This design comes from an exercise in tuning for small area and a short achievable clock period on the open sky130 flow, not from production work. Where RTL was checked, it was by simulation tests only, not by an equivalence proof against the original. Power figures rest on the tool's default switching activity, not on a simulated workload.

==> inputs of yarrow <==
## float_copro
module float_copro
   (
    input  logic        clk,
    input  logic        copro_valid,
    input  logic        copro_accept,
    input  logic [10:0] copro_opcode,
    input  logic [31:0] copro_op0,
    input  logic [31:0] copro_op1,
    output logic        copro_complete,
    output logic [31:0] copro_result
    );
Settings: LEC_CHECK=0, CAP_MARGIN=20, CORE_MARGIN=2, CORE_UTILIZATION=65, SLEW_MARGIN=20; clock period 14.0 ns.
standard.sh (not shown) runs the stock make flow with config.mk's settings and CLKGATE_MAP_FILE= SYNTH_SCRIPT=/design/flow/synth_recipe.tcl, a recipe that flattens the netlist after the stock synthesis.
==> flow/flow/run.sh <==
#!/bin/bash
# Standard ORFS layout (the standard.sh) with these changes:
#  - after the standard synthesis, flow/fixinv.py removes the inverters that
#    Yosys's full-adder extraction leaves between adder cells (it flips the
#    polarity of adder cells, which are self-dual), and the netlist is loaded
#    from the result;
#  - ports are buffered with buf_1 cells (the standard flow picks a larger
#    delay cell); the resizer still sizes them up where timing needs it;
set -euo pipefail
MARGIN=${MARGIN:-9.0}
R=orfs/results/$FLOW_PLATFORM/float_copro/base
bash standard.sh synth > log_synth.txt 2>&1
cp $R/1_2_yosys.v $R/1_2_yosys_orig.v
python3 flow/fixinv.py $R/1_2_yosys_orig.v $R/1_2_yosys_fixinv.v > log_fixinv.txt 2>&1
python3 flow/xorbal.py $R/1_2_yosys_fixinv.v $R/1_2_yosys.v > log_xorbal.txt 2>&1
rm -f $R/1_synth.odb $R/1_synth.sdc
bash standard.sh synth > log_synth_odb.txt 2>&1
for step in floorplan place cts route finish; do
  bash standard.sh SETUP_SLACK_MARGIN=$MARGIN \
    "BUFFER_PORTS_ARGS=-buffer_cell sky130_fd_sc_hd__buf_1" $step > log_$step.txt 2>&1
done
Other scripts of this flow, unchanged in this note and not shown: flow/flow/fixinv.py, flow/flow/xorbal.py
==> inputs of onyx, as changes to yarrow <==
--- a/flow/design.v
+++ b/flow/design.v
@@ -1,16 +1,16 @@
 module float_copro_dp (
    input  logic [15:0] one,
    input  logic [15:0] two,
    input  logic [15:0] neg,
    input  logic [31:0] b,
    input  logic [31:0] c,
-   output logic [20:0] lo,
+   output logic [23:0] lo,
    output logic        lo_cy,
-   output logic [10:0] hi_s,
-   output logic [10:0] hi_c
+   output logic [7:0] hi_s,
+   output logic [7:0] hi_c
    );
    wire pp0_0;
    wire pp0_1;
    wire pp0_2;
    wire pp0_3;
    wire pp0_4;
@@ -794,42 +794,42 @@
    assign pp0_26 = ((one[0] & b[26]) | (two[0] & b[25])) ^ neg[0];
    assign pp0_27 = ((one[0] & b[27]) | (two[0] & b[26])) ^ neg[0];
    assign pp0_28 = ((one[0] & b[28]) | (two[0] & b[27])) ^ neg[0];
    assign pp0_29 = ((one[0] & b[29]) | (two[0] & b[28])) ^ neg[0];
    assign pp0_30 = ((one[0] & b[30]) | (two[0] & b[29])) ^ neg[0];
    assign pp0_31 = ((one[0] & b[31]) | (two[0] & b[30])) ^ neg[0];
-   assign pp1_0 = ((one[1] & b[0]) | (two[1] & 1'b0) | c[2]) ^ neg[1];
-   assign pp1_1 = ((one[1] & b[1]) | (two[1] & b[0]) | c[3]) ^ neg[1];
-   assign pp1_2 = ((one[1] & b[2]) | (two[1] & b[1]) | c[4]) ^ neg[1];
-   assign pp1_3 = ((one[1] & b[3]) | (two[1] & b[2]) | c[5]) ^ neg[1];
-   assign pp1_4 = ((one[1] & b[4]) | (two[1] & b[3]) | c[6]) ^ neg[1];
-   assign pp1_5 = ((one[1] & b[5]) | (two[1] & b[4]) | c[7]) ^ neg[1];
-   assign pp1_6 = ((one[1] & b[6]) | (two[1] & b[5]) | c[8]) ^ neg[1];
-   assign pp1_7 = ((one[1] & b[7]) | (two[1] & b[6]) | c[9]) ^ neg[1];
-   assign pp1_8 = ((one[1] & b[8]) | (two[1] & b[7]) | c[10]) ^ neg[1];
-   assign pp1_9 = ((one[1] & b[9]) | (two[1] & b[8]) | c[11]) ^ neg[1];
-   assign pp1_10 = ((one[1] & b[10]) | (two[1] & b[9]) | c[12]) ^ neg[1];
-   assign pp1_11 = ((one[1] & b[11]) | (two[1] & b[10]) | c[13]) ^ neg[1];
-   assign pp1_12 = ((one[1] & b[12]) | (two[1] & b[11]) | c[14]) ^ neg[1];
-   assign pp1_13 = ((one[1] & b[13]) | (two[1] & b[12]) | c[15]) ^ neg[1];
-   assign pp1_14 = ((one[1] & b[14]) | (two[1] & b[13]) | c[16]) ^ neg[1];
-   assign pp1_15 = ((one[1] & b[15]) | (two[1] & b[14]) | c[17]) ^ neg[1];
-   assign pp1_16 = ((one[1] & b[16]) | (two[1] & b[15]) | c[18]) ^ neg[1];
-   assign pp1_17 = ((one[1] & b[17]) | (two[1] & b[16]) | c[19]) ^ neg[1];
-   assign pp1_18 = ((one[1] & b[18]) | (two[1] & b[17]) | c[20]) ^ neg[1];
-   assign pp1_19 = ((one[1] & b[19]) | (two[1] & b[18]) | c[21]) ^ neg[1];
-   assign pp1_20 = ((one[1] & b[20]) | (two[1] & b[19]) | c[22]) ^ neg[1];
-   assign pp1_21 = ((one[1] & b[21]) | (two[1] & b[20]) | c[23]) ^ neg[1];
-   assign pp1_22 = ((one[1] & b[22]) | (two[1] & b[21]) | c[24]) ^ neg[1];
-   assign pp1_23 = ((one[1] & b[23]) | (two[1] & b[22]) | c[25]) ^ neg[1];
-   assign pp1_24 = ((one[1] & b[24]) | (two[1] & b[23]) | c[26]) ^ neg[1];
-   assign pp1_25 = ((one[1] & b[25]) | (two[1] & b[24]) | c[27]) ^ neg[1];
-   assign pp1_26 = ((one[1] & b[26]) | (two[1] & b[25]) | c[28]) ^ neg[1];
-   assign pp1_27 = ((one[1] & b[27]) | (two[1] & b[26]) | c[29]) ^ neg[1];
-   assign pp1_28 = ((one[1] & b[28]) | (two[1] & b[27]) | c[30]) ^ neg[1];
-   assign pp1_29 = ((one[1] & b[29]) | (two[1] & b[28]) | c[31]) ^ neg[1];
+   assign pp1_0 = (((one[1] & b[0]) | (two[1] & 1'b0)) ^ neg[1]) | c[2];
+   assign pp1_1 = (((one[1] & b[1]) | (two[1] & b[0])) ^ neg[1]) | c[3];
+   assign pp1_2 = (((one[1] & b[2]) | (two[1] & b[1])) ^ neg[1]) | c[4];
+   assign pp1_3 = (((one[1] & b[3]) | (two[1] & b[2])) ^ neg[1]) | c[5];
+   assign pp1_4 = (((one[1] & b[4]) | (two[1] & b[3])) ^ neg[1]) | c[6];
+   assign pp1_5 = (((one[1] & b[5]) | (two[1] & b[4])) ^ neg[1]) | c[7];
+   assign pp1_6 = (((one[1] & b[6]) | (two[1] & b[5])) ^ neg[1]) | c[8];
+   assign pp1_7 = (((one[1] & b[7]) | (two[1] & b[6])) ^ neg[1]) | c[9];
+   assign pp1_8 = (((one[1] & b[8]) | (two[1] & b[7])) ^ neg[1]) | c[10];
+   assign pp1_9 = (((one[1] & b[9]) | (two[1] & b[8])) ^ neg[1]) | c[11];
+   assign pp1_10 = (((one[1] & b[10]) | (two[1] & b[9])) ^ neg[1]) | c[12];
+   assign pp1_11 = (((one[1] & b[11]) | (two[1] & b[10])) ^ neg[1]) | c[13];
+   assign pp1_12 = (((one[1] & b[12]) | (two[1] & b[11])) ^ neg[1]) | c[14];
+   assign pp1_13 = (((one[1] & b[13]) | (two[1] & b[12])) ^ neg[1]) | c[15];
+   assign pp1_14 = (((one[1] & b[14]) | (two[1] & b[13])) ^ neg[1]) | c[16];
+   assign pp1_15 = (((one[1] & b[15]) | (two[1] & b[14])) ^ neg[1]) | c[17];
+   assign pp1_16 = (((one[1] & b[16]) | (two[1] & b[15])) ^ neg[1]) | c[18];
+   assign pp1_17 = (((one[1] & b[17]) | (two[1] & b[16])) ^ neg[1]) | c[19];
+   assign pp1_18 = (((one[1] & b[18]) | (two[1] & b[17])) ^ neg[1]) | c[20];
+   assign pp1_19 = (((one[1] & b[19]) | (two[1] & b[18])) ^ neg[1]) | c[21];
+   assign pp1_20 = (((one[1] & b[20]) | (two[1] & b[19])) ^ neg[1]) | c[22];
+   assign pp1_21 = (((one[1] & b[21]) | (two[1] & b[20])) ^ neg[1]) | c[23];
+   assign pp1_22 = (((one[1] & b[22]) | (two[1] & b[21])) ^ neg[1]) | c[24];
+   assign pp1_23 = (((one[1] & b[23]) | (two[1] & b[22])) ^ neg[1]) | c[25];
+   assign pp1_24 = (((one[1] & b[24]) | (two[1] & b[23])) ^ neg[1]) | c[26];
+   assign pp1_25 = (((one[1] & b[25]) | (two[1] & b[24])) ^ neg[1]) | c[27];
+   assign pp1_26 = (((one[1] & b[26]) | (two[1] & b[25])) ^ neg[1]) | c[28];
+   assign pp1_27 = (((one[1] & b[27]) | (two[1] & b[26])) ^ neg[1]) | c[29];
+   assign pp1_28 = (((one[1] & b[28]) | (two[1] & b[27])) ^ neg[1]) | c[30];
+   assign pp1_29 = (((one[1] & b[29]) | (two[1] & b[28])) ^ neg[1]) | c[31];
    assign pp2_0 = ((one[2] & b[0]) | (two[2] & 1'b0)) ^ neg[2];
    assign pp2_1 = ((one[2] & b[1]) | (two[2] & b[0])) ^ neg[2];
    assign pp2_2 = ((one[2] & b[2]) | (two[2] & b[1])) ^ neg[2];
    assign pp2_3 = ((one[2] & b[3]) | (two[2] & b[2])) ^ neg[2];
    assign pp2_4 = ((one[2] & b[4]) | (two[2] & b[3])) ^ neg[2];
    assign pp2_5 = ((one[2] & b[5]) | (two[2] & b[4])) ^ neg[2];
@@ -1520,15 +1520,15 @@
    assign tx26 = tx24 ^ tx25;
    assign tx27 = tx26 ^ fc143;
    assign tx28 = tx27 ^ fc168;
    assign tx29 = tx28 ^ fc196;
    wire [31:0] rs = {tx29, fc195, fc194, fc193, fc192, fc191, fc190, fc189, fc188, fc187, fc186, fc185, fc184, fc183, fc182, fc181, fc180, fc179, fc178, fc177, fc176, fc175, fc174, fc173, fc172, fc171, fc170, hc29, hs29, hc28, hc27, pp0_0};
    wire [31:0] rc = {1'b0, fs196, fs195, fs194, fs193, fs192, fs191, fs190, fs189, fs188, fs187, fs186, fs185, fs184, fs183, fs182, fs181, fs180, fs179, fs178, fs177, fs176, fs175, fs174, fs173, fs172, fs171, fs170, fc169, fs169, hs28, hs27};
-   float_copro_add #(.N(21), .CI(0)) lo_add (.a(rs[20:0]), .b(rc[20:0]), .ci(1'b0), .y({lo_cy, lo}));
-   assign hi_s = rs[31:21] ^ rc[31:21];
-   assign hi_c = rs[31:21] & rc[31:21];
+   float_copro_add #(.N(24), .CI(0)) lo_add (.a(rs[23:0]), .b(rc[23:0]), .ci(1'b0), .y({lo_cy, lo}));
+   assign hi_s = rs[31:24];
+   assign hi_c = rc[31:24];
 endmodule
 module float_copro_enc (
    input  logic [31:0] a,
    input  logic        mul,
    input  logic        addsub,
    input  logic        sub,
@@ -1596,15 +1596,15 @@
       .one(one_d), .two(two_d), .neg(neg_d)
    );
    logic [15:0] one_r, two_r, neg_r;
    assign one = one_r;
    assign two = two_r;
    assign neg = neg_r;
-   logic [20:0] lo_d, lo_r;
+   logic [23:0] lo_d, lo_r;
    logic        cy_d, cy_r;
-   logic [10:0] hs_d, hc_d, hs_r, hc_r;
+   logic [7:0] hs_d, hc_d, hs_r, hc_r;
    float_copro_dp datapath (
       .one(one), .two(two), .neg(neg), .b(b_r), .c(c_r),
       .lo(lo_d), .lo_cy(cy_d), .hi_s(hs_d), .hi_c(hc_d)
    );
    always_ff @(posedge clk) begin
       b_r   <= copro_op1;
@@ -1621,26 +1621,10 @@
       if (!copro_valid || copro_accept)
          cnt <= 4'd0;
       else if (cnt != 4'd15)
          cnt <= cnt + 4'd1;
    end
    assign copro_complete = mul_r ? cnt >= 4'd2 : as_r ? cnt >= 4'd3 : cnt >= 4'd11;
-   logic [10:0] gg [0:4];
-   logic [10:0] pp [0:4];
-   always_comb begin
-      gg[0] = hc_r;
-      pp[0] = hs_r;
-      for (int l = 0; l < 4; l++)
-         for (int i = 0; i < 11; i++)
-            if (i >= (1 << l)) begin
-               gg[l+1][i] = gg[l][i] | (pp[l][i] & gg[l][i - (1 << l)]);
-               pp[l+1][i] = pp[l][i] & pp[l][i - (1 << l)];
-            end else begin
-               gg[l+1][i] = gg[l][i];
-               pp[l+1][i] = pp[l][i];
-            end
-   end
-   wire [10:0] gl = gg[4];
-   wire [10:0] pl = pp[4];
-   wire [10:0] carry = {gl[9:0] | (pl[9:0] & {10{cy_r}}), cy_r};
-   assign copro_result = {hs_r ^ carry, lo_r};
+   wire [8:0] hi;
+   float_copro_add #(.N(8), .CI(2)) hi_add (.a(hs_r), .b(hc_r), .ci(cy_r), .y(hi));
+   assign copro_result = {hi[7:0], lo_r};
 endmodule
==> run summary <==
In yarrow the synthesized cell count is lower than in onyx, by about 2.5%. Between onyx and yarrow, the lower final cell count is in yarrow (gap about 4.4%, measured against yarrow). onyx produced a clean layout. yarrow produced a clean layout. Core utilization: onyx is lower than yarrow (0.21 points). Clock power: onyx is higher than yarrow (about 4%). Hold slack: yarrow is worse than onyx (15 ps). Of onyx and yarrow, onyx has the higher clock skew (gap 3.2 ps). Of yarrow and onyx, onyx has the higher die area (gap about 0.9%, measured against onyx). Against yarrow, the wire length of onyx is larger by about 2.3%.
Only the layout flow was run in onyx; the RTL was not checked for function there.

## re-timing with driven ports
In the flow no input, the clock included, has a driving cell. The finished layouts below were timed again as built, in two steps.
Step 1 sets driving cells, clkbuf_16 on the clock port and buf_2 on the other inputs (assumed; they add their load-dependent delay and slew).
Step 2 also shifts input and output timing later by t, the mid clock arrival at the registers, as if the neighbouring blocks saw the same clock.
Slacks: ideal ports / drivers / drivers and shift; pairs: ideal ports / drivers.
run	t (ns)	setup slack, ns	worst register clock-pin slew, ns	pins driven straight from the clock port
yarrow	0.475	8.986 / 8.936 / 9.161	0.08 / 0.08	1
onyx	0.488	8.788 / 8.738 / 8.942	0.08 / 0.08	1
After both steps setup and hold are still met in every run listed.
